Context: an optimization exercise on an open-source flow, tuned for small area, a short achievable clock period and few clock cycles per item. The choices shown serve that exercise and are no tape-out recipe. The RTL was checked by simulation tests, not by an equivalence proof against the original design.

<file path="flow/flow/run.sh">
#!/bin/bash
# The standard layout, with three changes to how the layout is made:
# - synthesis skips the quick generic abc pass inside yosys's synth (SYNTH_ARGS=-noabc), so that
#   extract_fa sees the full-adder tree as the RTL writes it; the registers are the same, and the
#   final abc mapping runs as usual;
# - every port still gets a buffer, but outputs get buf_4 and inputs buf_1 instead of the delay
#   buffer buffer_ports picks by default (flow/ports.tcl);
# - the resizer's repair aims for setup slack below the clock period. Each tool's output is in orfs/logs; make's output in standard.log.
set -euo pipefail
here=$(pwd)
bash standard.sh \
  PRE_GLOBAL_PLACE_TCL="$here/flow/ports.tcl" \
  SETUP_SLACK_MARGIN=11.7 \
  SYNTH_ARGS=-noabc \
  finish > standard.log 2>&1
</file>
<file path="flow/flow/ports.tcl">
# Sourced before global placement (PRE_GLOBAL_PLACE_TCL). global_place.tcl then calls
# buffer_ports; this wraps it so that every port still gets a buffer, but inputs get buf_1 and
# outputs buf_4 instead of the delay buffer buffer_ports picks by default.
rename buffer_ports my_std_buffer_ports
proc buffer_ports {args} {
  my_std_buffer_ports -inputs -buffer_cell sky130_fd_sc_hd__buf_1
  my_std_buffer_ports -outputs -buffer_cell sky130_fd_sc_hd__buf_4
}
</file>
<file path="flow/standard.sh">
#!/bin/bash
# synth_recipe.tcl (not shown) runs the flow's synth.tcl, then flattens the netlist and writes it again
# the make line also repeats each setting of config.mk as NAME=value (left out here)
make -C /OpenROAD-flow-scripts/flow DESIGN_CONFIG=/design/flow/config.mk WORK_HOME=/design/flow/orfs CLKGATE_MAP_FILE= SYNTH_SCRIPT=/design/flow/synth_recipe.tcl "${@:-finish}"
</file>
<file path="flow/config.mk">
export PLATFORM = sky130hd
export DESIGN_NAME = vs4x400_core
export DESIGN_NICKNAME = vs4x400_core
export VERILOG_FILES = /design/flow/design.v
export SDC_FILE = /design/flow/constraint.sdc
export NUM_CORES = 4
export LEC_CHECK = 0
export CAP_MARGIN = 20
export CORE_MARGIN = 2
export CORE_UTILIZATION = 65
export SLEW_MARGIN = 20
</file>
<file path="flow/constraint.sdc">
create_clock -name core_clock -period 16.0 [get_ports {clk}]
set_input_delay 3.2000 -clock core_clock [delete_from_list [all_inputs] [get_ports {clk}]]
set_output_delay 3.2000 -clock core_clock [all_outputs]
set_load 0.01 [all_outputs]
</file>
<file path="flow/design.v">
module vs4x400_core (
    input clk, input reset,
    input start_search,
    input [9:0] vector_count,
    input [7:0] dim_size,
    output reg [11:0] mem_addr,
    input signed [63:0] mem_data,
    output [31:0] max_score,
    output reg [7:0] winner_id,
    output reg busy
);
    reg fetch;             
    reg first;             
    reg [4:0] krem;        
    wire last_word = (krem == 5'd1);
    wire done;             
    always @(posedge clk or posedge reset) begin
        if (reset) begin
            fetch <= 1'b0;
            mem_addr <= 12'd0;
        end else begin
            fetch <= start_search | (fetch & ~done);
            mem_addr <= fetch ? mem_addr + 12'd1 : 12'd0;
        end
    end
    always @(posedge clk) begin
        krem <= (~fetch | last_word) ? dim_size[7:3] : krem - 5'd1;
        first <= ~fetch | last_word;
    end
    reg [63:0] d1;
    wire [47:0] enc0;
    reg [47:0] enc1;
    assign enc0[0] = mem_data[8] ^ 1'b0;
    assign enc0[1] = (mem_data[9] & ~mem_data[8] & ~1'b0) | (~mem_data[9] & mem_data[8] & 1'b0);
    assign enc0[2] = mem_data[9];
    assign enc0[3] = mem_data[10] ^ mem_data[9];
    assign enc0[4] = (mem_data[11] & ~mem_data[10] & ~mem_data[9]) | (~mem_data[11] & mem_data[10] & mem_data[9]);
    assign enc0[5] = mem_data[11];
    assign enc0[6] = mem_data[12] ^ mem_data[11];
    assign enc0[7] = (mem_data[13] & ~mem_data[12] & ~mem_data[11]) | (~mem_data[13] & mem_data[12] & mem_data[11]);
    assign enc0[8] = mem_data[13];
    assign enc0[9] = mem_data[14] ^ mem_data[13];
    assign enc0[10] = (mem_data[15] & ~mem_data[14] & ~mem_data[13]) | (~mem_data[15] & mem_data[14] & mem_data[13]);
    assign enc0[11] = mem_data[15];
    assign enc0[12] = mem_data[24] ^ 1'b0;
    assign enc0[13] = (mem_data[25] & ~mem_data[24] & ~1'b0) | (~mem_data[25] & mem_data[24] & 1'b0);
    assign enc0[14] = mem_data[25];
    assign enc0[15] = mem_data[26] ^ mem_data[25];
    assign enc0[16] = (mem_data[27] & ~mem_data[26] & ~mem_data[25]) | (~mem_data[27] & mem_data[26] & mem_data[25]);
    assign enc0[17] = mem_data[27];
    assign enc0[18] = mem_data[28] ^ mem_data[27];
    assign enc0[19] = (mem_data[29] & ~mem_data[28] & ~mem_data[27]) | (~mem_data[29] & mem_data[28] & mem_data[27]);
    assign enc0[20] = mem_data[29];
    assign enc0[21] = mem_data[30] ^ mem_data[29];
    assign enc0[22] = (mem_data[31] & ~mem_data[30] & ~mem_data[29]) | (~mem_data[31] & mem_data[30] & mem_data[29]);
    assign enc0[23] = mem_data[31];
    assign enc0[24] = mem_data[40] ^ 1'b0;
    assign enc0[25] = (mem_data[41] & ~mem_data[40] & ~1'b0) | (~mem_data[41] & mem_data[40] & 1'b0);
    assign enc0[26] = mem_data[41];
    assign enc0[27] = mem_data[42] ^ mem_data[41];
    assign enc0[28] = (mem_data[43] & ~mem_data[42] & ~mem_data[41]) | (~mem_data[43] & mem_data[42] & mem_data[41]);
    assign enc0[29] = mem_data[43];
    assign enc0[30] = mem_data[44] ^ mem_data[43];
    assign enc0[31] = (mem_data[45] & ~mem_data[44] & ~mem_data[43]) | (~mem_data[45] & mem_data[44] & mem_data[43]);
    assign enc0[32] = mem_data[45];
    assign enc0[33] = mem_data[46] ^ mem_data[45];
    assign enc0[34] = (mem_data[47] & ~mem_data[46] & ~mem_data[45]) | (~mem_data[47] & mem_data[46] & mem_data[45]);
    assign enc0[35] = mem_data[47];
    assign enc0[36] = mem_data[56] ^ 1'b0;
    assign enc0[37] = (mem_data[57] & ~mem_data[56] & ~1'b0) | (~mem_data[57] & mem_data[56] & 1'b0);
    assign enc0[38] = mem_data[57];
    assign enc0[39] = mem_data[58] ^ mem_data[57];
    assign enc0[40] = (mem_data[59] & ~mem_data[58] & ~mem_data[57]) | (~mem_data[59] & mem_data[58] & mem_data[57]);
    assign enc0[41] = mem_data[59];
    assign enc0[42] = mem_data[60] ^ mem_data[59];
    assign enc0[43] = (mem_data[61] & ~mem_data[60] & ~mem_data[59]) | (~mem_data[61] & mem_data[60] & mem_data[59]);
    assign enc0[44] = mem_data[61];
    assign enc0[45] = mem_data[62] ^ mem_data[61];
    assign enc0[46] = (mem_data[63] & ~mem_data[62] & ~mem_data[61]) | (~mem_data[63] & mem_data[62] & mem_data[61]);
    assign enc0[47] = mem_data[63];
    reg f1;                
    reg l1;                
    reg [21:0] acc_s, acc_c;
    wire [21:0] as_q = f1 ? 22'd0 : acc_s;
    wire [21:0] ac_q = f1 ? 22'd0 : acc_c;
    wire q1;
    wire q2;
    wire q3;
    wire q4;
    wire q5;
    wire q6;
    wire q7;
    wire q8;
    wire q9;
    wire nb10;
    wire q11;
    wire q12;
    wire q13;
    wire q14;
    wire q15;
    wire q16;
    wire q17;
    wire q18;
    wire q19;
    wire nb20;
    wire q21;
    wire q22;
    wire q23;
    wire q24;
    wire q25;
    wire q26;
    wire q27;
    wire q28;
    wire q29;
    wire nb30;
    wire q31;
    wire q32;
    wire q33;
    wire q34;
    wire q35;
    wire q36;
    wire q37;
    wire q38;
    wire q39;
    wire nb40;
    wire q41;
    wire q42;
    wire q43;
    wire q44;
    wire q45;
    wire q46;
    wire q47;
    wire q48;
    wire q49;
    wire nb50;
    wire q51;
    wire q52;
    wire q53;
    wire q54;
    wire q55;
    wire q56;
    wire q57;
    wire q58;
    wire q59;
    wire nb60;
    wire q61;
    wire q62;
    wire q63;
    wire q64;
    wire q65;
    wire q66;
    wire q67;
    wire q68;
    wire q69;
    wire nb70;
    wire q71;
    wire q72;
    wire q73;
    wire q74;
    wire q75;
    wire q76;
    wire q77;
    wire q78;
    wire q79;
    wire nb80;
    wire q81;
    wire q82;
    wire q83;
    wire q84;
    wire q85;
    wire q86;
    wire q87;
    wire q88;
    wire q89;
    wire nb90;
    wire q91;
    wire q92;
    wire q93;
    wire q94;
    wire q95;
    wire q96;
    wire q97;
    wire q98;
    wire q99;
    wire nb100;
    wire q101;
    wire q102;
    wire q103;
    wire q104;
    wire q105;
    wire q106;
    wire q107;
    wire q108;
    wire q109;
    wire nb110;
    wire q111;
    wire q112;
    wire q113;
    wire q114;
    wire q115;
    wire q116;
    wire q117;
    wire q118;
    wire q119;
    wire nb120;
    wire q121;
    wire q122;
    wire q123;
    wire q124;
    wire q125;
    wire q126;
    wire q127;
    wire q128;
    wire q129;
    wire nb130;
    wire q131;
    wire q132;
    wire q133;
    wire q134;
    wire q135;
    wire q136;
    wire q137;
    wire q138;
    wire q139;
    wire nb140;
    wire q141;
    wire q142;
    wire q143;
    wire q144;
    wire q145;
    wire q146;
    wire q147;
    wire q148;
    wire q149;
    wire nb150;
    wire q151;
    wire q152;
    wire q153;
    wire q154;
    wire q155;
    wire q156;
    wire q157;
    wire q158;
    wire q159;
    wire nb160;
    wire s1;
    wire c1;
    wire s2;
    wire c2;
    wire s3;
    wire c3;
    wire s4;
    wire c4;
    wire s5;
    wire c5;
    wire s6;
    wire c6;
    wire s7;
    wire c7;
    wire s8;
    wire c8;
    wire s9;
    wire c9;
    wire s10;
    wire c10;
    wire s11;
    wire c11;
    wire s12;
    wire c12;
    wire s13;
    wire c13;
    wire s14;
    wire c14;
    wire s15;
    wire c15;
    wire s16;
    wire c16;
    wire s17;
    wire c17;
    wire s18;
    wire c18;
    wire s19;
    wire c19;
    wire s20;
    wire c20;
    wire s21;
    wire c21;
    wire s22;
    wire c22;
    wire s23;
    wire c23;
    wire s24;
    wire c24;
    wire s25;
    wire c25;
    wire s26;
    wire c26;
    wire s27;
    wire c27;
    wire s28;
    wire c28;
    wire s29;
    wire c29;
    wire s30;
    wire c30;
    wire s31;
    wire c31;
    wire s32;
    wire c32;
    wire s33;
    wire c33;
    wire s34;
    wire c34;
    wire s35;
    wire c35;
    wire s36;
    wire c36;
    wire s37;
    wire c37;
    wire s38;
    wire c38;
    wire s39;
    wire c39;
    wire s40;
    wire c40;
    wire s41;
    wire c41;
    wire s42;
    wire c42;
    wire s43;
    wire c43;
    wire s44;
    wire c44;
    wire s45;
    wire c45;
    wire s46;
    wire c46;
    wire s47;
    wire c47;
    wire s48;
    wire c48;
    wire s49;
    wire c49;
    wire s50;
    wire c50;
    wire s51;
    wire c51;
    wire s52;
    wire c52;
    wire s53;
    wire c53;
    wire s54;
    wire c54;
    wire s55;
    wire c55;
    wire s56;
    wire c56;
    wire s57;
    wire c57;
    wire s58;
    wire c58;
    wire s59;
    wire c59;
    wire s60;
    wire c60;
    wire s61;
    wire c61;
    wire s62;
    wire c62;
    wire s63;
    wire c63;
    wire s64;
    wire c64;
    wire s65;
    wire c65;
    wire s66;
    wire c66;
    wire s67;
    wire c67;
    wire s68;
    wire c68;
    wire s69;
    wire c69;
    wire s70;
    wire c70;
    wire s71;
    wire c71;
    wire s72;
    wire c72;
    wire s73;
    wire c73;
    wire s74;
    wire c74;
    wire s75;
    wire c75;
    wire s76;
    wire c76;
    wire s77;
    wire c77;
    wire s78;
    wire c78;
    wire s79;
    wire c79;
    wire s80;
    wire c80;
    wire s81;
    wire c81;
    wire s82;
    wire c82;
    wire s83;
    wire c83;
    wire s84;
    wire c84;
    wire s85;
    wire c85;
    wire s86;
    wire c86;
    wire s87;
    wire c87;
    wire s88;
    wire c88;
    wire s89;
    wire c89;
    wire s90;
    wire c90;
    wire s91;
    wire c91;
    wire s92;
    wire c92;
    wire s93;
    wire c93;
    wire s94;
    wire c94;
    wire s95;
    wire c95;
    wire s96;
    wire c96;
    wire s97;
    wire c97;
    wire s98;
    wire c98;
    wire s99;
    wire c99;
    wire s100;
    wire c100;
    wire s101;
    wire c101;
    wire s102;
    wire c102;
    wire s103;
    wire c103;
    wire s104;
    wire c104;
    wire s105;
    wire c105;
    wire s106;
    wire c106;
    wire s107;
    wire c107;
    wire s108;
    wire c108;
    wire s109;
    wire c109;
    wire s110;
    wire c110;
    wire s111;
    wire c111;
    wire s112;
    wire c112;
    wire s113;
    wire c113;
    wire s114;
    wire c114;
    wire s115;
    wire c115;
    wire s116;
    wire c116;
    wire s117;
    wire c117;
    wire s118;
    wire c118;
    wire s119;
    wire c119;
    wire s120;
    wire c120;
    wire s121;
    wire c121;
    wire s122;
    wire c122;
    wire s123;
    wire c123;
    wire s124;
    wire c124;
    wire s125;
    wire c125;
    wire s126;
    wire c126;
    wire s127;
    wire c127;
    wire s128;
    wire c128;
    wire s129;
    wire c129;
    wire s130;
    wire c130;
    wire s131;
    wire c131;
    wire s132;
    wire c132;
    wire s133;
    wire c133;
    wire s134;
    wire c134;
    wire s135;
    wire c135;
    wire s136;
    wire c136;
    wire s137;
    wire c137;
    wire s138;
    wire c138;
    wire s139;
    wire c139;
    wire s140;
    wire c140;
    wire s141;
    wire c141;
    wire s142;
    wire c142;
    wire s143;
    wire c143;
    wire s144;
    wire c144;
    wire s145;
    wire c145;
    wire s146;
    wire c146;
    wire s147;
    wire c147;
    wire s148;
    wire c148;
    wire s149;
    wire c149;
    wire s150;
    wire c150;
    wire s151;
    wire c151;
    wire s152;
    wire c152;
    wire s153;
    wire c153;
    wire s154;
    wire c154;
    wire s155;
    wire c155;
    wire s156;
    wire c156;
    wire s157;
    wire c157;
    wire s158;
    wire c158;
    wire s159;
    wire c159;
    wire s160;
    wire c160;
    wire s161;
    wire c161;
    wire s162;
    wire c162;
    wire s163;
    wire c163;
    wire s164;
    wire c164;
    wire s165;
    wire c165;
    wire s166;
    wire c166;
    wire s167;
    wire c167;
    wire s168;
    wire c168;
    wire s169;
    wire c169;
    wire s170;
    wire c170;
    wire s171;
    wire c171;
    wire s172;
    wire c172;
    wire s173;
    wire c173;
    wire s174;
    wire c174;
    wire s175;
    wire c175;
    wire s176;
    wire c176;
    assign q1 = (enc1[0] & d1[0]) ^ enc1[2];
    assign q2 = ((enc1[0] & d1[1]) | (enc1[1] & d1[0])) ^ enc1[2];
    assign q3 = ((enc1[0] & d1[2]) | (enc1[1] & d1[1])) ^ enc1[2];
    assign q4 = ((enc1[0] & d1[3]) | (enc1[1] & d1[2])) ^ enc1[2];
    assign q5 = ((enc1[0] & d1[4]) | (enc1[1] & d1[3])) ^ enc1[2];
    assign q6 = ((enc1[0] & d1[5]) | (enc1[1] & d1[4])) ^ enc1[2];
    assign q7 = ((enc1[0] & d1[6]) | (enc1[1] & d1[5])) ^ enc1[2];
    assign q8 = ((enc1[0] & d1[7]) | (enc1[1] & d1[6])) ^ enc1[2];
    assign q9 = ((enc1[0] & d1[7]) | (enc1[1] & d1[7])) ^ enc1[2];
    assign nb10 = ~q9;
    assign q11 = (enc1[3] & d1[0]) ^ enc1[5];
    assign q12 = ((enc1[3] & d1[1]) | (enc1[4] & d1[0])) ^ enc1[5];
    assign q13 = ((enc1[3] & d1[2]) | (enc1[4] & d1[1])) ^ enc1[5];
    assign q14 = ((enc1[3] & d1[3]) | (enc1[4] & d1[2])) ^ enc1[5];
    assign q15 = ((enc1[3] & d1[4]) | (enc1[4] & d1[3])) ^ enc1[5];
    assign q16 = ((enc1[3] & d1[5]) | (enc1[4] & d1[4])) ^ enc1[5];
    assign q17 = ((enc1[3] & d1[6]) | (enc1[4] & d1[5])) ^ enc1[5];
    assign q18 = ((enc1[3] & d1[7]) | (enc1[4] & d1[6])) ^ enc1[5];
    assign q19 = ((enc1[3] & d1[7]) | (enc1[4] & d1[7])) ^ enc1[5];
    assign nb20 = ~q19;
    assign q21 = (enc1[6] & d1[0]) ^ enc1[8];
    assign q22 = ((enc1[6] & d1[1]) | (enc1[7] & d1[0])) ^ enc1[8];
    assign q23 = ((enc1[6] & d1[2]) | (enc1[7] & d1[1])) ^ enc1[8];
    assign q24 = ((enc1[6] & d1[3]) | (enc1[7] & d1[2])) ^ enc1[8];
    assign q25 = ((enc1[6] & d1[4]) | (enc1[7] & d1[3])) ^ enc1[8];
    assign q26 = ((enc1[6] & d1[5]) | (enc1[7] & d1[4])) ^ enc1[8];
    assign q27 = ((enc1[6] & d1[6]) | (enc1[7] & d1[5])) ^ enc1[8];
    assign q28 = ((enc1[6] & d1[7]) | (enc1[7] & d1[6])) ^ enc1[8];
    assign q29 = ((enc1[6] & d1[7]) | (enc1[7] & d1[7])) ^ enc1[8];
    assign nb30 = ~q29;
    assign q31 = (enc1[9] & d1[0]) ^ enc1[11];
    assign q32 = ((enc1[9] & d1[1]) | (enc1[10] & d1[0])) ^ enc1[11];
    assign q33 = ((enc1[9] & d1[2]) | (enc1[10] & d1[1])) ^ enc1[11];
    assign q34 = ((enc1[9] & d1[3]) | (enc1[10] & d1[2])) ^ enc1[11];
    assign q35 = ((enc1[9] & d1[4]) | (enc1[10] & d1[3])) ^ enc1[11];
    assign q36 = ((enc1[9] & d1[5]) | (enc1[10] & d1[4])) ^ enc1[11];
    assign q37 = ((enc1[9] & d1[6]) | (enc1[10] & d1[5])) ^ enc1[11];
    assign q38 = ((enc1[9] & d1[7]) | (enc1[10] & d1[6])) ^ enc1[11];
    assign q39 = ((enc1[9] & d1[7]) | (enc1[10] & d1[7])) ^ enc1[11];
    assign nb40 = ~q39;
    assign q41 = (enc1[12] & d1[16]) ^ enc1[14];
    assign q42 = ((enc1[12] & d1[17]) | (enc1[13] & d1[16])) ^ enc1[14];
    assign q43 = ((enc1[12] & d1[18]) | (enc1[13] & d1[17])) ^ enc1[14];
    assign q44 = ((enc1[12] & d1[19]) | (enc1[13] & d1[18])) ^ enc1[14];
    assign q45 = ((enc1[12] & d1[20]) | (enc1[13] & d1[19])) ^ enc1[14];
    assign q46 = ((enc1[12] & d1[21]) | (enc1[13] & d1[20])) ^ enc1[14];
    assign q47 = ((enc1[12] & d1[22]) | (enc1[13] & d1[21])) ^ enc1[14];
    assign q48 = ((enc1[12] & d1[23]) | (enc1[13] & d1[22])) ^ enc1[14];
    assign q49 = ((enc1[12] & d1[23]) | (enc1[13] & d1[23])) ^ enc1[14];
    assign nb50 = ~q49;
    assign q51 = (enc1[15] & d1[16]) ^ enc1[17];
    assign q52 = ((enc1[15] & d1[17]) | (enc1[16] & d1[16])) ^ enc1[17];
    assign q53 = ((enc1[15] & d1[18]) | (enc1[16] & d1[17])) ^ enc1[17];
    assign q54 = ((enc1[15] & d1[19]) | (enc1[16] & d1[18])) ^ enc1[17];
    assign q55 = ((enc1[15] & d1[20]) | (enc1[16] & d1[19])) ^ enc1[17];
    assign q56 = ((enc1[15] & d1[21]) | (enc1[16] & d1[20])) ^ enc1[17];
    assign q57 = ((enc1[15] & d1[22]) | (enc1[16] & d1[21])) ^ enc1[17];
    assign q58 = ((enc1[15] & d1[23]) | (enc1[16] & d1[22])) ^ enc1[17];
    assign q59 = ((enc1[15] & d1[23]) | (enc1[16] & d1[23])) ^ enc1[17];
    assign nb60 = ~q59;
    assign q61 = (enc1[18] & d1[16]) ^ enc1[20];
    assign q62 = ((enc1[18] & d1[17]) | (enc1[19] & d1[16])) ^ enc1[20];
    assign q63 = ((enc1[18] & d1[18]) | (enc1[19] & d1[17])) ^ enc1[20];
    assign q64 = ((enc1[18] & d1[19]) | (enc1[19] & d1[18])) ^ enc1[20];
    assign q65 = ((enc1[18] & d1[20]) | (enc1[19] & d1[19])) ^ enc1[20];
    assign q66 = ((enc1[18] & d1[21]) | (enc1[19] & d1[20])) ^ enc1[20];
    assign q67 = ((enc1[18] & d1[22]) | (enc1[19] & d1[21])) ^ enc1[20];
    assign q68 = ((enc1[18] & d1[23]) | (enc1[19] & d1[22])) ^ enc1[20];
    assign q69 = ((enc1[18] & d1[23]) | (enc1[19] & d1[23])) ^ enc1[20];
    assign nb70 = ~q69;
    assign q71 = (enc1[21] & d1[16]) ^ enc1[23];
    assign q72 = ((enc1[21] & d1[17]) | (enc1[22] & d1[16])) ^ enc1[23];
    assign q73 = ((enc1[21] & d1[18]) | (enc1[22] & d1[17])) ^ enc1[23];
    assign q74 = ((enc1[21] & d1[19]) | (enc1[22] & d1[18])) ^ enc1[23];
    assign q75 = ((enc1[21] & d1[20]) | (enc1[22] & d1[19])) ^ enc1[23];
    assign q76 = ((enc1[21] & d1[21]) | (enc1[22] & d1[20])) ^ enc1[23];
    assign q77 = ((enc1[21] & d1[22]) | (enc1[22] & d1[21])) ^ enc1[23];
    assign q78 = ((enc1[21] & d1[23]) | (enc1[22] & d1[22])) ^ enc1[23];
    assign q79 = ((enc1[21] & d1[23]) | (enc1[22] & d1[23])) ^ enc1[23];
    assign nb80 = ~q79;
    assign q81 = (enc1[24] & d1[32]) ^ enc1[26];
    assign q82 = ((enc1[24] & d1[33]) | (enc1[25] & d1[32])) ^ enc1[26];
    assign q83 = ((enc1[24] & d1[34]) | (enc1[25] & d1[33])) ^ enc1[26];
    assign q84 = ((enc1[24] & d1[35]) | (enc1[25] & d1[34])) ^ enc1[26];
    assign q85 = ((enc1[24] & d1[36]) | (enc1[25] & d1[35])) ^ enc1[26];
    assign q86 = ((enc1[24] & d1[37]) | (enc1[25] & d1[36])) ^ enc1[26];
    assign q87 = ((enc1[24] & d1[38]) | (enc1[25] & d1[37])) ^ enc1[26];
    assign q88 = ((enc1[24] & d1[39]) | (enc1[25] & d1[38])) ^ enc1[26];
    assign q89 = ((enc1[24] & d1[39]) | (enc1[25] & d1[39])) ^ enc1[26];
    assign nb90 = ~q89;
    assign q91 = (enc1[27] & d1[32]) ^ enc1[29];
    assign q92 = ((enc1[27] & d1[33]) | (enc1[28] & d1[32])) ^ enc1[29];
    assign q93 = ((enc1[27] & d1[34]) | (enc1[28] & d1[33])) ^ enc1[29];
    assign q94 = ((enc1[27] & d1[35]) | (enc1[28] & d1[34])) ^ enc1[29];
    assign q95 = ((enc1[27] & d1[36]) | (enc1[28] & d1[35])) ^ enc1[29];
    assign q96 = ((enc1[27] & d1[37]) | (enc1[28] & d1[36])) ^ enc1[29];
    assign q97 = ((enc1[27] & d1[38]) | (enc1[28] & d1[37])) ^ enc1[29];
    assign q98 = ((enc1[27] & d1[39]) | (enc1[28] & d1[38])) ^ enc1[29];
    assign q99 = ((enc1[27] & d1[39]) | (enc1[28] & d1[39])) ^ enc1[29];
    assign nb100 = ~q99;
    assign q101 = (enc1[30] & d1[32]) ^ enc1[32];
    assign q102 = ((enc1[30] & d1[33]) | (enc1[31] & d1[32])) ^ enc1[32];
    assign q103 = ((enc1[30] & d1[34]) | (enc1[31] & d1[33])) ^ enc1[32];
    assign q104 = ((enc1[30] & d1[35]) | (enc1[31] & d1[34])) ^ enc1[32];
    assign q105 = ((enc1[30] & d1[36]) | (enc1[31] & d1[35])) ^ enc1[32];
    assign q106 = ((enc1[30] & d1[37]) | (enc1[31] & d1[36])) ^ enc1[32];
    assign q107 = ((enc1[30] & d1[38]) | (enc1[31] & d1[37])) ^ enc1[32];
    assign q108 = ((enc1[30] & d1[39]) | (enc1[31] & d1[38])) ^ enc1[32];
    assign q109 = ((enc1[30] & d1[39]) | (enc1[31] & d1[39])) ^ enc1[32];
    assign nb110 = ~q109;
    assign q111 = (enc1[33] & d1[32]) ^ enc1[35];
    assign q112 = ((enc1[33] & d1[33]) | (enc1[34] & d1[32])) ^ enc1[35];
    assign q113 = ((enc1[33] & d1[34]) | (enc1[34] & d1[33])) ^ enc1[35];
    assign q114 = ((enc1[33] & d1[35]) | (enc1[34] & d1[34])) ^ enc1[35];
    assign q115 = ((enc1[33] & d1[36]) | (enc1[34] & d1[35])) ^ enc1[35];
    assign q116 = ((enc1[33] & d1[37]) | (enc1[34] & d1[36])) ^ enc1[35];
    assign q117 = ((enc1[33] & d1[38]) | (enc1[34] & d1[37])) ^ enc1[35];
    assign q118 = ((enc1[33] & d1[39]) | (enc1[34] & d1[38])) ^ enc1[35];
    assign q119 = ((enc1[33] & d1[39]) | (enc1[34] & d1[39])) ^ enc1[35];
    assign nb120 = ~q119;
    assign q121 = (enc1[36] & d1[48]) ^ enc1[38];
    assign q122 = ((enc1[36] & d1[49]) | (enc1[37] & d1[48])) ^ enc1[38];
    assign q123 = ((enc1[36] & d1[50]) | (enc1[37] & d1[49])) ^ enc1[38];
    assign q124 = ((enc1[36] & d1[51]) | (enc1[37] & d1[50])) ^ enc1[38];
    assign q125 = ((enc1[36] & d1[52]) | (enc1[37] & d1[51])) ^ enc1[38];
    assign q126 = ((enc1[36] & d1[53]) | (enc1[37] & d1[52])) ^ enc1[38];
    assign q127 = ((enc1[36] & d1[54]) | (enc1[37] & d1[53])) ^ enc1[38];
    assign q128 = ((enc1[36] & d1[55]) | (enc1[37] & d1[54])) ^ enc1[38];
    assign q129 = ((enc1[36] & d1[55]) | (enc1[37] & d1[55])) ^ enc1[38];
    assign nb130 = ~q129;
    assign q131 = (enc1[39] & d1[48]) ^ enc1[41];
    assign q132 = ((enc1[39] & d1[49]) | (enc1[40] & d1[48])) ^ enc1[41];
    assign q133 = ((enc1[39] & d1[50]) | (enc1[40] & d1[49])) ^ enc1[41];
    assign q134 = ((enc1[39] & d1[51]) | (enc1[40] & d1[50])) ^ enc1[41];
    assign q135 = ((enc1[39] & d1[52]) | (enc1[40] & d1[51])) ^ enc1[41];
    assign q136 = ((enc1[39] & d1[53]) | (enc1[40] & d1[52])) ^ enc1[41];
    assign q137 = ((enc1[39] & d1[54]) | (enc1[40] & d1[53])) ^ enc1[41];
    assign q138 = ((enc1[39] & d1[55]) | (enc1[40] & d1[54])) ^ enc1[41];
    assign q139 = ((enc1[39] & d1[55]) | (enc1[40] & d1[55])) ^ enc1[41];
    assign nb140 = ~q139;
    assign q141 = (enc1[42] & d1[48]) ^ enc1[44];
    assign q142 = ((enc1[42] & d1[49]) | (enc1[43] & d1[48])) ^ enc1[44];
    assign q143 = ((enc1[42] & d1[50]) | (enc1[43] & d1[49])) ^ enc1[44];
    assign q144 = ((enc1[42] & d1[51]) | (enc1[43] & d1[50])) ^ enc1[44];
    assign q145 = ((enc1[42] & d1[52]) | (enc1[43] & d1[51])) ^ enc1[44];
    assign q146 = ((enc1[42] & d1[53]) | (enc1[43] & d1[52])) ^ enc1[44];
    assign q147 = ((enc1[42] & d1[54]) | (enc1[43] & d1[53])) ^ enc1[44];
    assign q148 = ((enc1[42] & d1[55]) | (enc1[43] & d1[54])) ^ enc1[44];
    assign q149 = ((enc1[42] & d1[55]) | (enc1[43] & d1[55])) ^ enc1[44];
    assign nb150 = ~q149;
    assign q151 = (enc1[45] & d1[48]) ^ enc1[47];
    assign q152 = ((enc1[45] & d1[49]) | (enc1[46] & d1[48])) ^ enc1[47];
    assign q153 = ((enc1[45] & d1[50]) | (enc1[46] & d1[49])) ^ enc1[47];
    assign q154 = ((enc1[45] & d1[51]) | (enc1[46] & d1[50])) ^ enc1[47];
    assign q155 = ((enc1[45] & d1[52]) | (enc1[46] & d1[51])) ^ enc1[47];
    assign q156 = ((enc1[45] & d1[53]) | (enc1[46] & d1[52])) ^ enc1[47];
    assign q157 = ((enc1[45] & d1[54]) | (enc1[46] & d1[53])) ^ enc1[47];
    assign q158 = ((enc1[45] & d1[55]) | (enc1[46] & d1[54])) ^ enc1[47];
    assign q159 = ((enc1[45] & d1[55]) | (enc1[46] & d1[55])) ^ enc1[47];
    assign nb160 = ~q159;
    assign s1 = enc1[2] ^ enc1[14] ^ enc1[26];
    assign c1 = (enc1[2] & enc1[14]) | (enc1[26] & (enc1[2] ^ enc1[14]));
    assign s2 = enc1[38] ^ as_q[0] ^ ac_q[0];
    assign c2 = (enc1[38] & as_q[0]) | (ac_q[0] & (enc1[38] ^ as_q[0]));
    assign s3 = q1 ^ q41 ^ q81;
    assign c3 = (q1 & q41) | (q81 & (q1 ^ q41));
    assign s4 = q121 ^ s1 ^ s2;
    assign c4 = (q121 & s1) | (s2 & (q121 ^ s1));
    assign s5 = as_q[1] ^ ac_q[1] ^ q2;
    assign c5 = (as_q[1] & ac_q[1]) | (q2 & (as_q[1] ^ ac_q[1]));
    assign s6 = q42 ^ q82 ^ q122;
    assign c6 = (q42 & q82) | (q122 & (q42 ^ q82));
    assign s7 = c1 ^ c2 ^ c3;
    assign c7 = (c1 & c2) | (c3 & (c1 ^ c2));
    assign s8 = s5 ^ s6 ^ c4;
    assign c8 = (s5 & s6) | (c4 & (s5 ^ s6));
    assign s9 = enc1[5] ^ enc1[17] ^ enc1[29];
    assign c9 = (enc1[5] & enc1[17]) | (enc1[29] & (enc1[5] ^ enc1[17]));
    assign s10 = enc1[41] ^ as_q[2] ^ ac_q[2];
    assign c10 = (enc1[41] & as_q[2]) | (ac_q[2] & (enc1[41] ^ as_q[2]));
    assign s11 = q3 ^ q11 ^ q43;
    assign c11 = (q3 & q11) | (q43 & (q3 ^ q11));
    assign s12 = q51 ^ q83 ^ q91;
    assign c12 = (q51 & q83) | (q91 & (q51 ^ q83));
    assign s13 = q123 ^ q131 ^ s9;
    assign c13 = (q123 & q131) | (s9 & (q123 ^ q131));
    assign s14 = s10 ^ c5 ^ c6;
    assign c14 = (s10 & c5) | (c6 & (s10 ^ c5));
    assign s15 = s11 ^ s12 ^ s13;
    assign c15 = (s11 & s12) | (s13 & (s11 ^ s12));
    assign s16 = c7 ^ s14 ^ s15;
    assign c16 = (c7 & s14) | (s15 & (c7 ^ s14));
    assign s17 = as_q[3] ^ ac_q[3] ^ q4;
    assign c17 = (as_q[3] & ac_q[3]) | (q4 & (as_q[3] ^ ac_q[3]));
    assign s18 = q12 ^ q44 ^ q52;
    assign c18 = (q12 & q44) | (q52 & (q12 ^ q44));
    assign s19 = q84 ^ q92 ^ q124;
    assign c19 = (q84 & q92) | (q124 & (q84 ^ q92));
    assign s20 = q132 ^ c9 ^ c10;
    assign c20 = (q132 & c9) | (c10 & (q132 ^ c9));
    assign s21 = c11 ^ c12 ^ c13;
    assign c21 = (c11 & c12) | (c13 & (c11 ^ c12));
    assign s22 = s17 ^ s18 ^ s19;
    assign c22 = (s17 & s18) | (s19 & (s17 ^ s18));
    assign s23 = s20 ^ c14 ^ c15;
    assign c23 = (s20 & c14) | (c15 & (s20 ^ c14));
    assign s24 = s21 ^ s22 ^ c16;
    assign c24 = (s21 & s22) | (c16 & (s21 ^ s22));
    assign s25 = enc1[8] ^ enc1[20] ^ enc1[32];
    assign c25 = (enc1[8] & enc1[20]) | (enc1[32] & (enc1[8] ^ enc1[20]));
    assign s26 = enc1[44] ^ as_q[4] ^ ac_q[4];
    assign c26 = (enc1[44] & as_q[4]) | (ac_q[4] & (enc1[44] ^ as_q[4]));
    assign s27 = q5 ^ q13 ^ q21;
    assign c27 = (q5 & q13) | (q21 & (q5 ^ q13));
    assign s28 = q45 ^ q53 ^ q61;
    assign c28 = (q45 & q53) | (q61 & (q45 ^ q53));
    assign s29 = q85 ^ q93 ^ q101;
    assign c29 = (q85 & q93) | (q101 & (q85 ^ q93));
    assign s30 = q125 ^ q133 ^ q141;
    assign c30 = (q125 & q133) | (q141 & (q125 ^ q133));
    assign s31 = s25 ^ s26 ^ c17;
    assign c31 = (s25 & s26) | (c17 & (s25 ^ s26));
    assign s32 = c18 ^ c19 ^ s27;
    assign c32 = (c18 & c19) | (s27 & (c18 ^ c19));
    assign s33 = s28 ^ s29 ^ s30;
    assign c33 = (s28 & s29) | (s30 & (s28 ^ s29));
    assign s34 = c20 ^ c21 ^ c22;
    assign c34 = (c20 & c21) | (c22 & (c20 ^ c21));
    assign s35 = s31 ^ s32 ^ s33;
    assign c35 = (s31 & s32) | (s33 & (s31 ^ s32));
    assign s36 = c23 ^ s34 ^ s35;
    assign c36 = (c23 & s34) | (s35 & (c23 ^ s34));
    assign s37 = as_q[5] ^ ac_q[5] ^ q6;
    assign c37 = (as_q[5] & ac_q[5]) | (q6 & (as_q[5] ^ ac_q[5]));
    assign s38 = q14 ^ q22 ^ q46;
    assign c38 = (q14 & q22) | (q46 & (q14 ^ q22));
    assign s39 = q54 ^ q62 ^ q86;
    assign c39 = (q54 & q62) | (q86 & (q54 ^ q62));
    assign s40 = q94 ^ q102 ^ q126;
    assign c40 = (q94 & q102) | (q126 & (q94 ^ q102));
    assign s41 = q134 ^ q142 ^ c25;
    assign c41 = (q134 & q142) | (c25 & (q134 ^ q142));
    assign s42 = c26 ^ c27 ^ c28;
    assign c42 = (c26 & c27) | (c28 & (c26 ^ c27));
    assign s43 = c29 ^ c30 ^ s37;
    assign c43 = (c29 & c30) | (s37 & (c29 ^ c30));
    assign s44 = s38 ^ s39 ^ s40;
    assign c44 = (s38 & s39) | (s40 & (s38 ^ s39));
    assign s45 = s41 ^ c31 ^ c32;
    assign c45 = (s41 & c31) | (c32 & (s41 ^ c31));
    assign s46 = c33 ^ s42 ^ s43;
    assign c46 = (c33 & s42) | (s43 & (c33 ^ s42));
    assign s47 = s44 ^ c34 ^ c35;
    assign c47 = (s44 & c34) | (c35 & (s44 ^ c34));
    assign s48 = s45 ^ s46 ^ c36;
    assign c48 = (s45 & s46) | (c36 & (s45 ^ s46));
    assign s49 = enc1[11] ^ enc1[23] ^ enc1[35];
    assign c49 = (enc1[11] & enc1[23]) | (enc1[35] & (enc1[11] ^ enc1[23]));
    assign s50 = enc1[47] ^ as_q[6] ^ ac_q[6];
    assign c50 = (enc1[47] & as_q[6]) | (ac_q[6] & (enc1[47] ^ as_q[6]));
    assign s51 = q7 ^ q15 ^ q23;
    assign c51 = (q7 & q15) | (q23 & (q7 ^ q15));
    assign s52 = q31 ^ q47 ^ q55;
    assign c52 = (q31 & q47) | (q55 & (q31 ^ q47));
    assign s53 = q63 ^ q71 ^ q87;
    assign c53 = (q63 & q71) | (q87 & (q63 ^ q71));
    assign s54 = q95 ^ q103 ^ q111;
    assign c54 = (q95 & q103) | (q111 & (q95 ^ q103));
    assign s55 = q127 ^ q135 ^ q143;
    assign c55 = (q127 & q135) | (q143 & (q127 ^ q135));
    assign s56 = q151 ^ s49 ^ s50;
    assign c56 = (q151 & s49) | (s50 & (q151 ^ s49));
    assign s57 = c37 ^ c38 ^ c39;
    assign c57 = (c37 & c38) | (c39 & (c37 ^ c38));
    assign s58 = c40 ^ c41 ^ s51;
    assign c58 = (c40 & c41) | (s51 & (c40 ^ c41));
    assign s59 = s52 ^ s53 ^ s54;
    assign c59 = (s52 & s53) | (s54 & (s52 ^ s53));
    assign s60 = s55 ^ s56 ^ c42;
    assign c60 = (s55 & s56) | (c42 & (s55 ^ s56));
    assign s61 = c43 ^ c44 ^ s57;
    assign c61 = (c43 & c44) | (s57 & (c43 ^ c44));
    assign s62 = s58 ^ s59 ^ c45;
    assign c62 = (s58 & s59) | (c45 & (s58 ^ s59));
    assign s63 = c46 ^ s60 ^ s61;
    assign c63 = (c46 & s60) | (s61 & (c46 ^ s60));
    assign s64 = c47 ^ s62 ^ s63;
    assign c64 = (c47 & s62) | (s63 & (c47 ^ s62));
    assign s65 = as_q[7] ^ ac_q[7] ^ q8;
    assign c65 = (as_q[7] & ac_q[7]) | (q8 & (as_q[7] ^ ac_q[7]));
    assign s66 = q16 ^ q24 ^ q32;
    assign c66 = (q16 & q24) | (q32 & (q16 ^ q24));
    assign s67 = q48 ^ q56 ^ q64;
    assign c67 = (q48 & q56) | (q64 & (q48 ^ q56));
    assign s68 = q72 ^ q88 ^ q96;
    assign c68 = (q72 & q88) | (q96 & (q72 ^ q88));
    assign s69 = q104 ^ q112 ^ q128;
    assign c69 = (q104 & q112) | (q128 & (q104 ^ q112));
    assign s70 = q136 ^ q144 ^ q152;
    assign c70 = (q136 & q144) | (q152 & (q136 ^ q144));
    assign s71 = c49 ^ c50 ^ c51;
    assign c71 = (c49 & c50) | (c51 & (c49 ^ c50));
    assign s72 = c52 ^ c53 ^ c54;
    assign c72 = (c52 & c53) | (c54 & (c52 ^ c53));
    assign s73 = c55 ^ s65 ^ s66;
    assign c73 = (c55 & s65) | (s66 & (c55 ^ s65));
    assign s74 = s67 ^ s68 ^ s69;
    assign c74 = (s67 & s68) | (s69 & (s67 ^ s68));
    assign s75 = s70 ^ c56 ^ c57;
    assign c75 = (s70 & c56) | (c57 & (s70 ^ c56));
    assign s76 = c58 ^ c59 ^ s71;
    assign c76 = (c58 & c59) | (s71 & (c58 ^ c59));
    assign s77 = s72 ^ s73 ^ s74;
    assign c77 = (s72 & s73) | (s74 & (s72 ^ s73));
    assign s78 = c60 ^ c61 ^ s75;
    assign c78 = (c60 & c61) | (s75 & (c60 ^ c61));
    assign s79 = s76 ^ s77 ^ c62;
    assign c79 = (s76 & s77) | (c62 & (s76 ^ s77));
    assign s80 = c63 ^ s78 ^ c64;
    assign c80 = (c63 & s78) | (c64 & (c63 ^ s78));
    assign s81 = as_q[8] ^ ac_q[8] ^ nb10;
    assign c81 = (as_q[8] & ac_q[8]) | (nb10 & (as_q[8] ^ ac_q[8]));
    assign s82 = q17 ^ q25 ^ q33;
    assign c82 = (q17 & q25) | (q33 & (q17 ^ q25));
    assign s83 = nb50 ^ q57 ^ q65;
    assign c83 = (nb50 & q57) | (q65 & (nb50 ^ q57));
    assign s84 = q73 ^ nb90 ^ q97;
    assign c84 = (q73 & nb90) | (q97 & (q73 ^ nb90));
    assign s85 = q105 ^ q113 ^ nb130;
    assign c85 = (q105 & q113) | (nb130 & (q105 ^ q113));
    assign s86 = q137 ^ q145 ^ q153;
    assign c86 = (q137 & q145) | (q153 & (q137 ^ q145));
    assign s87 = c65 ^ c66 ^ c67;
    assign c87 = (c65 & c66) | (c67 & (c65 ^ c66));
    assign s88 = c68 ^ c69 ^ c70;
    assign c88 = (c68 & c69) | (c70 & (c68 ^ c69));
    assign s89 = s81 ^ s82 ^ s83;
    assign c89 = (s81 & s82) | (s83 & (s81 ^ s82));
    assign s90 = s84 ^ s85 ^ s86;
    assign c90 = (s84 & s85) | (s86 & (s84 ^ s85));
    assign s91 = c71 ^ c72 ^ c73;
    assign c91 = (c71 & c72) | (c73 & (c71 ^ c72));
    assign s92 = c74 ^ s87 ^ s88;
    assign c92 = (c74 & s87) | (s88 & (c74 ^ s87));
    assign s93 = s89 ^ s90 ^ c75;
    assign c93 = (s89 & s90) | (c75 & (s89 ^ s90));
    assign s94 = c76 ^ c77 ^ s91;
    assign c94 = (c76 & c77) | (s91 & (c76 ^ c77));
    assign s95 = s92 ^ c78 ^ s93;
    assign c95 = (s92 & c78) | (s93 & (s92 ^ c78));
    assign s96 = s94 ^ c79 ^ s95;
    assign c96 = (s94 & c79) | (s95 & (s94 ^ c79));
    assign s97 = as_q[9] ^ ac_q[9] ^ q18;
    assign c97 = (as_q[9] & ac_q[9]) | (q18 & (as_q[9] ^ ac_q[9]));
    assign s98 = q26 ^ q34 ^ q58;
    assign c98 = (q26 & q34) | (q58 & (q26 ^ q34));
    assign s99 = q66 ^ q74 ^ q98;
    assign c99 = (q66 & q74) | (q98 & (q66 ^ q74));
    assign s100 = q106 ^ q114 ^ q138;
    assign c100 = (q106 & q114) | (q138 & (q106 ^ q114));
    assign s101 = q146 ^ q154 ^ c81;
    assign c101 = (q146 & q154) | (c81 & (q146 ^ q154));
    assign s102 = c82 ^ c83 ^ c84;
    assign c102 = (c82 & c83) | (c84 & (c82 ^ c83));
    assign s103 = c85 ^ c86 ^ s97;
    assign c103 = (c85 & c86) | (s97 & (c85 ^ c86));
    assign s104 = s98 ^ s99 ^ s100;
    assign c104 = (s98 & s99) | (s100 & (s98 ^ s99));
    assign s105 = c87 ^ c88 ^ c89;
    assign c105 = (c87 & c88) | (c89 & (c87 ^ c88));
    assign s106 = c90 ^ s101 ^ s102;
    assign c106 = (c90 & s101) | (s102 & (c90 ^ s101));
    assign s107 = s103 ^ s104 ^ c91;
    assign c107 = (s103 & s104) | (c91 & (s103 ^ s104));
    assign s108 = c92 ^ s105 ^ s106;
    assign c108 = (c92 & s105) | (s106 & (c92 ^ s105));
    assign s109 = c93 ^ c94 ^ s107;
    assign c109 = (c93 & c94) | (s107 & (c93 ^ c94));
    assign s110 = s108 ^ c95 ^ s109;
    assign c110 = (s108 & c95) | (s109 & (s108 ^ c95));
    assign s111 = 1'b1 ^ as_q[10] ^ ac_q[10];
    assign c111 = (1'b1 & as_q[10]) | (ac_q[10] & (1'b1 ^ as_q[10]));
    assign s112 = nb20 ^ q27 ^ q35;
    assign c112 = (nb20 & q27) | (q35 & (nb20 ^ q27));
    assign s113 = nb60 ^ q67 ^ q75;
    assign c113 = (nb60 & q67) | (q75 & (nb60 ^ q67));
    assign s114 = nb100 ^ q107 ^ q115;
    assign c114 = (nb100 & q107) | (q115 & (nb100 ^ q107));
    assign s115 = nb140 ^ q147 ^ q155;
    assign c115 = (nb140 & q147) | (q155 & (nb140 ^ q147));
    assign s116 = s111 ^ c97 ^ c98;
    assign c116 = (s111 & c97) | (c98 & (s111 ^ c97));
    assign s117 = c99 ^ c100 ^ s112;
    assign c117 = (c99 & c100) | (s112 & (c99 ^ c100));
    assign s118 = s113 ^ s114 ^ s115;
    assign c118 = (s113 & s114) | (s115 & (s113 ^ s114));
    assign s119 = c101 ^ c102 ^ c103;
    assign c119 = (c101 & c102) | (c103 & (c101 ^ c102));
    assign s120 = c104 ^ s116 ^ s117;
    assign c120 = (c104 & s116) | (s117 & (c104 ^ s116));
    assign s121 = s118 ^ c105 ^ c106;
    assign c121 = (s118 & c105) | (c106 & (s118 ^ c105));
    assign s122 = s119 ^ s120 ^ c107;
    assign c122 = (s119 & s120) | (c107 & (s119 ^ s120));
    assign s123 = c108 ^ s121 ^ c109;
    assign c123 = (c108 & s121) | (c109 & (c108 ^ s121));
    assign s124 = s122 ^ c110 ^ s123;
    assign c124 = (s122 & c110) | (s123 & (s122 ^ c110));
    assign s125 = 1'b1 ^ as_q[11] ^ ac_q[11];
    assign c125 = (1'b1 & as_q[11]) | (ac_q[11] & (1'b1 ^ as_q[11]));
    assign s126 = q28 ^ q36 ^ q68;
    assign c126 = (q28 & q36) | (q68 & (q28 ^ q36));
    assign s127 = q76 ^ q108 ^ q116;
    assign c127 = (q76 & q108) | (q116 & (q76 ^ q108));
    assign s128 = q148 ^ q156 ^ c111;
    assign c128 = (q148 & q156) | (c111 & (q148 ^ q156));
    assign s129 = s125 ^ c112 ^ c113;
    assign c129 = (s125 & c112) | (c113 & (s125 ^ c112));
    assign s130 = c114 ^ c115 ^ s126;
    assign c130 = (c114 & c115) | (s126 & (c114 ^ c115));
    assign s131 = s127 ^ s128 ^ c116;
    assign c131 = (s127 & s128) | (c116 & (s127 ^ s128));
    assign s132 = c117 ^ c118 ^ s129;
    assign c132 = (c117 & c118) | (s129 & (c117 ^ c118));
    assign s133 = s130 ^ c119 ^ c120;
    assign c133 = (s130 & c119) | (c120 & (s130 ^ c119));
    assign s134 = s131 ^ s132 ^ c121;
    assign c134 = (s131 & s132) | (c121 & (s131 ^ s132));
    assign s135 = s133 ^ c122 ^ s134;
    assign c135 = (s133 & c122) | (s134 & (s133 ^ c122));
    assign s136 = c123 ^ s135;
    assign c136 = c123 & s135;
    assign s137 = as_q[12] ^ ac_q[12] ^ nb30;
    assign c137 = (as_q[12] & ac_q[12]) | (nb30 & (as_q[12] ^ ac_q[12]));
    assign s138 = q37 ^ nb70 ^ q77;
    assign c138 = (q37 & nb70) | (q77 & (q37 ^ nb70));
    assign s139 = nb110 ^ q117 ^ nb150;
    assign c139 = (nb110 & q117) | (nb150 & (nb110 ^ q117));
    assign s140 = q157 ^ c125 ^ c126;
    assign c140 = (q157 & c125) | (c126 & (q157 ^ c125));
    assign s141 = c127 ^ s137 ^ s138;
    assign c141 = (c127 & s137) | (s138 & (c127 ^ s137));
    assign s142 = s139 ^ c128 ^ c129;
    assign c142 = (s139 & c128) | (c129 & (s139 ^ c128));
    assign s143 = c130 ^ s140 ^ s141;
    assign c143 = (c130 & s140) | (s141 & (c130 ^ s140));
    assign s144 = c131 ^ c132 ^ s142;
    assign c144 = (c131 & c132) | (s142 & (c131 ^ c132));
    assign s145 = s143 ^ c133 ^ s144;
    assign c145 = (s143 & c133) | (s144 & (s143 ^ c133));
    assign s146 = c134 ^ s145 ^ c135;
    assign c146 = (c134 & s145) | (c135 & (c134 ^ s145));
    assign s147 = 1'b1 ^ as_q[13] ^ ac_q[13];
    assign c147 = (1'b1 & as_q[13]) | (ac_q[13] & (1'b1 ^ as_q[13]));
    assign s148 = q38 ^ q78 ^ q118;
    assign c148 = (q38 & q78) | (q118 & (q38 ^ q78));
    assign s149 = q158 ^ s147 ^ c137;
    assign c149 = (q158 & s147) | (c137 & (q158 ^ s147));
    assign s150 = c138 ^ c139 ^ s148;
    assign c150 = (c138 & c139) | (s148 & (c138 ^ c139));
    assign s151 = c140 ^ c141 ^ s149;
    assign c151 = (c140 & c141) | (s149 & (c140 ^ c141));
    assign s152 = s150 ^ c142 ^ c143;
    assign c152 = (s150 & c142) | (c143 & (s150 ^ c142));
    assign s153 = s151 ^ c144 ^ s152;
    assign c153 = (s151 & c144) | (s152 & (s151 ^ c144));
    assign s154 = c145 ^ s153;
    assign c154 = c145 & s153;
    assign s155 = as_q[14] ^ ac_q[14] ^ nb40;
    assign c155 = (as_q[14] & ac_q[14]) | (nb40 & (as_q[14] ^ ac_q[14]));
    assign s156 = nb80 ^ nb120 ^ nb160;
    assign c156 = (nb80 & nb120) | (nb160 & (nb80 ^ nb120));
    assign s157 = c147 ^ c148 ^ s155;
    assign c157 = (c147 & c148) | (s155 & (c147 ^ c148));
    assign s158 = s156 ^ c149 ^ c150;
    assign c158 = (s156 & c149) | (c150 & (s156 ^ c149));
    assign s159 = s157 ^ c151 ^ s158;
    assign c159 = (s157 & c151) | (s158 & (s157 ^ c151));
    assign s160 = c152 ^ s159 ^ c153;
    assign c160 = (c152 & s159) | (c153 & (c152 ^ s159));
    assign s161 = 1'b1 ^ as_q[15] ^ ac_q[15];
    assign c161 = (1'b1 & as_q[15]) | (ac_q[15] & (1'b1 ^ as_q[15]));
    assign s162 = s161 ^ c155 ^ c156;
    assign c162 = (s161 & c155) | (c156 & (s161 ^ c155));
    assign s163 = c157 ^ s162 ^ c158;
    assign c163 = (c157 & s162) | (c158 & (c157 ^ s162));
    assign s164 = c159 ^ s163 ^ c160;
    assign c164 = (c159 & s163) | (c160 & (c159 ^ s163));
    assign s165 = as_q[16] ^ ac_q[16] ^ c161;
    assign c165 = (as_q[16] & ac_q[16]) | (c161 & (as_q[16] ^ ac_q[16]));
    assign s166 = s165 ^ c162 ^ c163;
    assign c166 = (s165 & c162) | (c163 & (s165 ^ c162));
    assign s167 = 1'b1 ^ as_q[17] ^ ac_q[17];
    assign c167 = (1'b1 & as_q[17]) | (ac_q[17] & (1'b1 ^ as_q[17]));
    assign s168 = s167 ^ c165 ^ c166;
    assign c168 = (s167 & c165) | (c166 & (s167 ^ c165));
    assign s169 = 1'b1 ^ as_q[18] ^ ac_q[18];
    assign c169 = (1'b1 & as_q[18]) | (ac_q[18] & (1'b1 ^ as_q[18]));
    assign s170 = c167 ^ s169 ^ c168;
    assign c170 = (c167 & s169) | (c168 & (c167 ^ s169));
    assign s171 = 1'b1 ^ as_q[19] ^ ac_q[19];
    assign c171 = (1'b1 & as_q[19]) | (ac_q[19] & (1'b1 ^ as_q[19]));
    assign s172 = c169 ^ s171;
    assign c172 = c169 & s171;
    assign s173 = 1'b1 ^ as_q[20] ^ ac_q[20];
    assign c173 = (1'b1 & as_q[20]) | (ac_q[20] & (1'b1 ^ as_q[20]));
    assign s174 = c171 ^ s173 ^ c172;
    assign c174 = (c171 & s173) | (c172 & (c171 ^ s173));
    assign s175 = 1'b1 ^ as_q[21] ^ ac_q[21];
    assign c175 = (1'b1 & as_q[21]) | (ac_q[21] & (1'b1 ^ as_q[21]));
    assign s176 = c173 ^ s175 ^ c174;
    assign c176 = (c173 & s175) | (c174 & (c173 ^ s175));
    wire [21:0] acc_s_d = {s176, s174, s172, s170, s168, s166, s164, c154, s154, c136, c124, s124, c96, c80, s79, c48, s47, c24, s23, c8, s7, s3};
    wire [21:0] acc_c_d = {1'b0, 1'b0, c170, 1'b0, 1'b0, c164, 1'b0, s160, c146, s146, s136, 1'b0, s110, s96, s80, s64, s48, s36, s24, s16, s8, s4};
    always @(posedge clk or posedge reset) begin
        if (reset)
            l1 <= 1'b0;
        else
            l1 <= fetch & last_word & ~done;
    end
    always @(posedge clk) begin
        d1 <= mem_data;
        enc1 <= enc0;
        f1 <= first;
        acc_s <= acc_s_d;
        acc_c <= acc_c_d;
    end
    reg d2;                
    reg [7:0] vid;         
    reg [21:0] best;
    reg best31;
    wire [8:0] vid_next = {1'b0, vid} + 9'd1;
    assign done = d2 & (vid_next == vector_count[8:0]);
    wire signed [21:0] score = acc_s + acc_c;
    wire take = d2 & ((vid == 8'd0) | (score > $signed(best)));
    always @(posedge clk or posedge reset) begin
        if (reset) begin
            d2 <= 1'b0;
            busy <= 1'b0;
            best <= 22'd1;
            best31 <= 1'b1;
            winner_id <= 8'hFF;
        end else begin
            d2 <= l1 & ~done;
            busy <= start_search | (busy & ~done);
            if (take) begin
                best <= score;
                best31 <= score[21];
                winner_id <= vid;
            end
        end
    end
    always @(posedge clk) begin
        vid <= ~busy ? 8'd0 : (d2 ? vid_next[7:0] : vid);
    end
    assign max_score = {best31, {9{best[21]}}, best};
endmodule
</file>
==> results of run 1 <==
cell usage after synthesis, types with 12 or more instances:
cell,instances
nor2b_1,42
xor2_1,46
nor2_1,12
nand3_1,18
clkbuf_1,90
inv_1,70
a21oi_1,31
xnor2_1,156
nand3b_1,14
nand4_1,12
ha_1,50
fa_1,164
a22oi_1,113
dfrtp_1,37
and2_1,16
nand2_1,50
nand2b_1,24
dfxtp_1,133
mux2_4,29
o21ai_0,50
through the flow:
stage,hold slack (ns)
CTS,0.336
finish,0.333
global placement,0.312
detailed placement,0.318
floorplan,0.310
global route,0.345
sequential cells by signal, indices dropped and copies added (netlist names):
signal and flops:
acc_c 16, acc_s 22, best 22, best31 1, busy 1, d1 32
d2 1, enc1 48, f1 1, fetch 1, first 1, krem 5
l1 1, mem_addr 12, vid 8, winner_id 8
cells by family after synthesis:
logic type	after synthesis
compound gates	238
simple gates	218
fa+ha+maj	214
xor+xnor	202
flops	180
buf+inv	176
mux	33
final cells by class:
| class | count | area (sq um) |
|---|---|---|
| clock buffer | 17 | 425 |
| clock inverter | 15 | 190 |
| multi-input combinational | 905 | 9170 |
| sequential | 180 | 4010 |
| fill | 1465 | 5120 |
| tap | 270 | 338 |
| timing repair buffer | 145 | 853 |
| inverter | 70 | 263 |
final timing paths:
check                                         end  slack, ns  depth (start not counted)
setup / recovery                    max_score[28]      11.70                          1
hold / removal                         f1$_DFF_P_       0.33                          0
setup reg to reg                acc_c[12]$_DFF_P_      11.79                          9
hold reg to reg                        f1$_DFF_P_       0.33                          0
max in group asynchronous    best[21]$_DFFE_PP0P_      12.39                          2
min in group asynchronous  mem_addr[11]$_DFF_PP0_       2.94                          2
layer usage:
layer  global-route usage (%)  vias up  part of all wire, %
li1                         -     4321                    -
met1                     38.3     4584                   42
met2                     49.3      356                   49
met3                     5.09       71                  5.4
met4                     11.3        0                  3.7
met5                        0        -                    0
timing repair:
| action | CTS | global route |
|---|---|---|
| setup endpoints to repair | 61 | 64 |
| cloned | 0 | 0 |
| resized for setup | 78 | 79 |
| hold buffers | 0 | 0 |
| buffers inserted | 8 | 2 |
| pin swaps | 7 | 14 |
| hold endpoints to repair | 0 | 0 |
==> impl_metrics.yaml, run 1 <==
timing:
  skew_ns: 0.0149
  rsz0062_at_grt: "yes"
  tns_ns: 0
  min_period_ns: 4.30
  worstMarginPinSlew_ns: 0.956
  setup_viol: 0
  fmax_mhz: 233
  finalHoldViolCount: 0
  drv_slew: 0
  relSlewSlack_pct: 36.2
  setup_ws_ns: 11.70
  min_period_over_period_pct: 26.9
floorplanning:
  die_y_um: 148
  start_util_pct: 66.6
  fp.dieArea_sq_mm: 0.0220
  die_w_um: 148
  core_area_sq_mm: 0.0204
  fp-row-count: 52
  ioPinCount: 138
setup_path:
  critical_path.max_stage_delay_ns: 0.48
  start_kind: "register"
  cp.required_ns: 12.80
  worstPathArrival_ns: 1.10
  critical_path.top_delay_family: "flip-flops"
  crit_path_end_kind: "output pin"
  crit_buf_inv: 1
  crit_fanout: 11
  path_class: "register to output pin"
  rr_startpoint: "enc1[0]$_DFF_P_"
  crit_chain: "buf_4"
  cp_slowest_cell: "dfrtp_2"
  startpoint: "best[21]$_DFFE_PP0P_"
drt:
  drt_iter0_drc: 606
  ant_nets: 0
  vias: 9332
  firstDrtPassIters: 7
  post_drt_via_cell_ratio: 5.83
  routed_wl_um: 30600
  wire_per_inst_um: 19.1
  drcViolationCount: 0
synthesis:
  synth_edf_count: 0
  synth.distinct_cells: 59
  ys_seq_elements: 180
  synth.avg_cell_area_sq_um: 10.7
  syn-cell-area_sq_mm: 0.0136
  synthesis.nets: 1560
  postSynth.asyncResetShare_pct: 26.1
  synth_top_family_by_area: "adder cells"
  seq_area_frac_synth_pct: 28.4
  yosys_warnings: 1
  synth_fa_ha_area_share_pct: 28.8
  synth_ff_type: "dfxtp_1"
  synth-compound-area-share_pct: 11.9
  yosys.area.top_type: "fa_1"
  synthTopCellsByArea: "fa_1 (24%), dfxtp_1 (20%), xnor2_1 (10%)"
  synth-xor-area-share_pct: 13.1
  syn_inst: 1261
  synth.top_cell.area_share_pct: 24.2
  synthMuxAreaShare_pct: 3.52
  synth_simple_gate_area_share_pct: 8.92
cells_and_area:
  diodes: 0
  stdcell_count: 1602
  nNetsFinal: 1618
  drive_above_1_share_pct: 19.4
  area_growth_pct: 12.5
  final_cell_mix: "fa_1 (158), xnor2_1 (151), a22oi_1 (105), buf_1 (80), inv_1 (69)"
  design_area_sq_mm: 0.0152
  post-route-util_pct: 74.9
  layout_commonest_cell: "fa_1"
clock_tree:
  clock-root-buffer: "clkbuf_16"
  htree_num_levels: 4
  cts_buffer_depth: 2
  clock_sinks: 180
  clkLatencyLatePin_ns: 0.45
  clk_pin_slew_ns: 0.08
  cts_made_buffers: 17
  cts_tree: "built"
worst_hold_path:
  hold_start: "first$_DFF_P_"
  hold_class: "register to register"
global_route:
  grt_pass1_wl_um: 50100
  grt-ovfl-total: 0
  grt_pass1_vias: 9611
  antenna_found_initial: 0
  grt_usage_pct: 29.3
  grt_start_max_net_pins: 48
placement:
  preCtsSetupSlack_ns: 10.93
  portBuffers: 133
  gp_congestion: 0.943
  dpl.cell_count: 1560
  dp_hpwl_um: 24000
  post_dp_cell_area_sq_mm: 0.0142
outcome:
  outcome: "complete, no violations"
flow_run:
  maxCapViolations: 0
Testbench counts, summed over its fixed seeds: cycles 76,099, words 75,811.
==> run 2, diff against run 1 <==
--- a/flow/flow/run.sh
+++ b/flow/flow/run.sh
@@ -10,6 +10,6 @@
 here=$(pwd)
 bash standard.sh \
   PRE_GLOBAL_PLACE_TCL="$here/flow/ports.tcl" \
-  SETUP_SLACK_MARGIN=11.7 \
+  SETUP_SLACK_MARGIN=11.8 \
   SYNTH_ARGS=-noabc \
   finish > standard.log 2>&1
--- a/flow/config.mk
+++ b/flow/config.mk
@@ -7,5 +7,5 @@
 export LEC_CHECK = 0
 export CAP_MARGIN = 20
 export CORE_MARGIN = 2
-export CORE_UTILIZATION = 65
+export CORE_UTILIZATION = 55
 export SLEW_MARGIN = 20
==> impl_metrics.yaml, run 2 <==
clock_tree:
  clock_sinks: 180
  cts_hold_buffers: 0
  htree_num_levels: 4
  cts_buffer_depth: 2
  cts_tree: "built"
  cts_made_buffers: 17
  clkLatencyLatePin_ns: 0.45
  clock-root-buffer: "clkbuf_16"
  clk_pin_slew_ns: 0.08
synthesis:
  syn_inst: 1261
  yosys.area.top_type: "fa_1"
  synth.avg_cell_area_sq_um: 10.7
  yosys_warnings: 1
  syn-cell-area_sq_mm: 0.0136
  ys_seq_elements: 180
  synthMostInstantiatedCell: "fa_1"
  synth_ff_type: "dfxtp_1"
  synth.distinct_cells: 59
  synthTopCellsByArea: "fa_1 (24%), dfxtp_1 (20%), xnor2_1 (10%)"
  synthesis.nets: 1560
  postSynth.asyncResetShare_pct: 26.1
  synth.top_cells.by_count: "fa_1 (164), xnor2_1 (156), dfxtp_1 (133), a22oi_1 (113), clkbuf_1 (90)"
  seq_area_frac_synth_pct: 28.4
  synth.top_cell.area_share_pct: 24.2
  synth_edf_count: 0
cells_and_area:
  final_cell_mix: "xnor2_1 (150), fa_1 (137), a22oi_1 (95), buf_1 (79), buf_4 (78)"
  nFillCells: 1993
  diodes: 0
  max_flop_register: "enc1"
  reg_top3: "enc1 x48, d1 x32"
  post-route-util_pct: 66.1
  layout_commonest_cell: "xnor2_1"
  seq_area_sq_mm: 0.00404
  design_area_sq_mm: 0.0160
  drive_above_1_share_pct: 25.3
  nNetsFinal: 1670
  area_growth_pct: 18.3
  largest_reg_flops: 48
  multi_input_area_sq_mm: 0.00933
timing:
  drv_slew: 0
  setup_viol: 0
  tns_ns: 0
  rsz0062_at_grt: "yes"
  min_period_ns: 4.29
  fmax_mhz: 233
  relSlewSlack_pct: 61.7
  worstMarginPinSlew_ns: 0.572
  min_period_over_period_pct: 26.8
  finalHoldViolCount: 0
  skew_ns: 0.0148
  whs_ns: 0.332
global_route:
  antenna_found_initial: 0
  grt_usage_pct: 25.9
  grt_start_max_net_pins: 48
  grt_pass1_vias: 9725
  grt_pass1_wl_um: 52200
  grt-ovfl-total: 0
drt:
  vias: 9436
  wire_per_inst_um: 18.9
  drcViolationCount: 0
  post_drt_via_cell_ratio: 5.52
  routed_wl_um: 32300
  ant_nets: 0
  firstDrtPassIters: 5
  drt_iter0_drc: 533
placement:
  portBuffers: 133
  post_dp_cell_area_sq_mm: 0.0142
  dp_hpwl_um: 25100
  gp_congestion: 0.927
setup_path:
  crit_buf_inv: 1
  reg2reg_depth: 9
  crit_chain: "buf_6"
  crit_path_end_kind: "output pin"
  critical_path.top_delay_family: "flip-flops"
  crit_fanout: 2
  rr_startpoint: "enc1[9]$_DFF_P_"
  worstPathArrival_ns: 1.09
  r2r_end: "acc_s[10]$_DFF_P_"
  cp.required_ns: 12.80
  r2r_slack_ns: 11.88
  start_kind: "register"
  path_class: "register to output pin"
  critical_path.max_stage_delay_ns: 0.55
  cp_slowest_cell: "dfstp_2"
floorplanning:
  start_util_pct: 55.9
  die_y_um: 161
  core_area_sq_mm: 0.0242
  die_w_um: 161
  fp-row-count: 57
  fp.dieArea_sq_mm: 0.0259
  ioPinCount: 138
worst_hold_path:
  hold_class: "register to register"
  hold_start: "first$_DFF_P_"
  min_delay_path_depth: 0
  hold_path_end: "f1$_DFF_P_"
flow_run:
  maxCapViolations: 0
outcome:
  outcome: "complete, no violations"
==> run 2: changes by cell type in the layout (fill, tap and decap cells not counted), sizes merged <==
cell      change
buf          +50
bufinv        +1
clkinvlp      +1
clkinv        +1
inv           -3
clkbuf        +2
==> run 2: how the worst max path moves through the flow <==
stage	start	endpoint	slack (ns)	cells past startpoint
final	winner_id[6]$_DFFE_PP1P_	winner_id[6]	11.71	1
after global routing	best[21]$_DFFE_PP0P_	max_score[29]	11.67	1
after CTS	winner_id[6]$_DFFE_PP1P_	winner_id[6]	11.69	1
after detailed placement	acc_s[0]$_DFF_P_	best[17]$_DFFE_PP0P_	10.94	14
after global placement	acc_s[0]$_DFF_P_	best[21]$_DFFE_PP0P_	10.94	14
after floorplan	vector_count[2]	busy$_DFF_PP0_	11.69	6
==> run 2: layer usage <==
metal	GRT usage, %	wire [um]
met1	34.1	13800
met3	3.03	1320
met5	0	0
met2	45.3	16400
met4	7.43	733
==> run 2: final cells by class <==
class                   instances  area share [%]
clock buffers                  17            2.65
clock inverters                15            1.29
inverters                      70            1.66
multi-input cells             905            58.2
well taps                     324            2.53
flip-flops and latches        180            25.2
repair buffers                197            8.51
==> run 2: cell families after synthesis <==
| family | after synthesis | share of synthesized area (%) |
|---|---|---|
| buffers and inverters | 176 | 5.34 |
| xor gates and xnor gates | 202 | 13.1 |
| adders and majority gates | 214 | 28.8 |
| muxes | 33 | 3.52 |
| and+or+nand+nor | 218 | 8.92 |
| AOI/OAI and AO/OA | 238 | 11.9 |
| DFF | 180 | 28.4 |
==> run 2: what timing repair did <==
item | CTS | global route
endpoints found under the hold margin | 0 | 0
resized for setup | 134 | 104
setup endpoints to repair | 93 | 89
setup buffers | 45 | 15
pin swaps | 6 | 27
cloned | 0 | 1
==> run 2: stage by stage <==
stage,instances,setup WS [ns]
after global placement,1614,10.94
after floorplan,1261,11.69
final,1708,11.71
after CTS,1691,11.69
after global routing,1708,11.67
after detailed placement,1614,10.94

## afterwards: timing with drivers on the ports
How much do the figures lean on ideal ports? The routed layouts below were timed once more, with nothing changed but the port constraints. Step 1 assumes that a clkbuf_16 drives the clock port and a buf_2 every other input. Step 2 adds t to the input delays and takes it off the output delays; t is the mean of the earliest and latest rising clock arrival at the registers after step 1. Input paths then give back, and output paths get back, about the clock's delay inside the block. Slacks: ideal / step 1 / step 2; pairs: ideal / step 1.
run	t, ns	setup WS [ns]	cell pins on the clock port's net
run 1	0.492	11.702 / 11.655 / 11.355	1
run 2	0.491	11.714 / 11.663 / 11.337	1
After both steps every run listed still meets setup and hold. For run 2, which loses most, drivers alone change the setup slack by -0.051 ns; drivers and shift together by -0.377 ns.
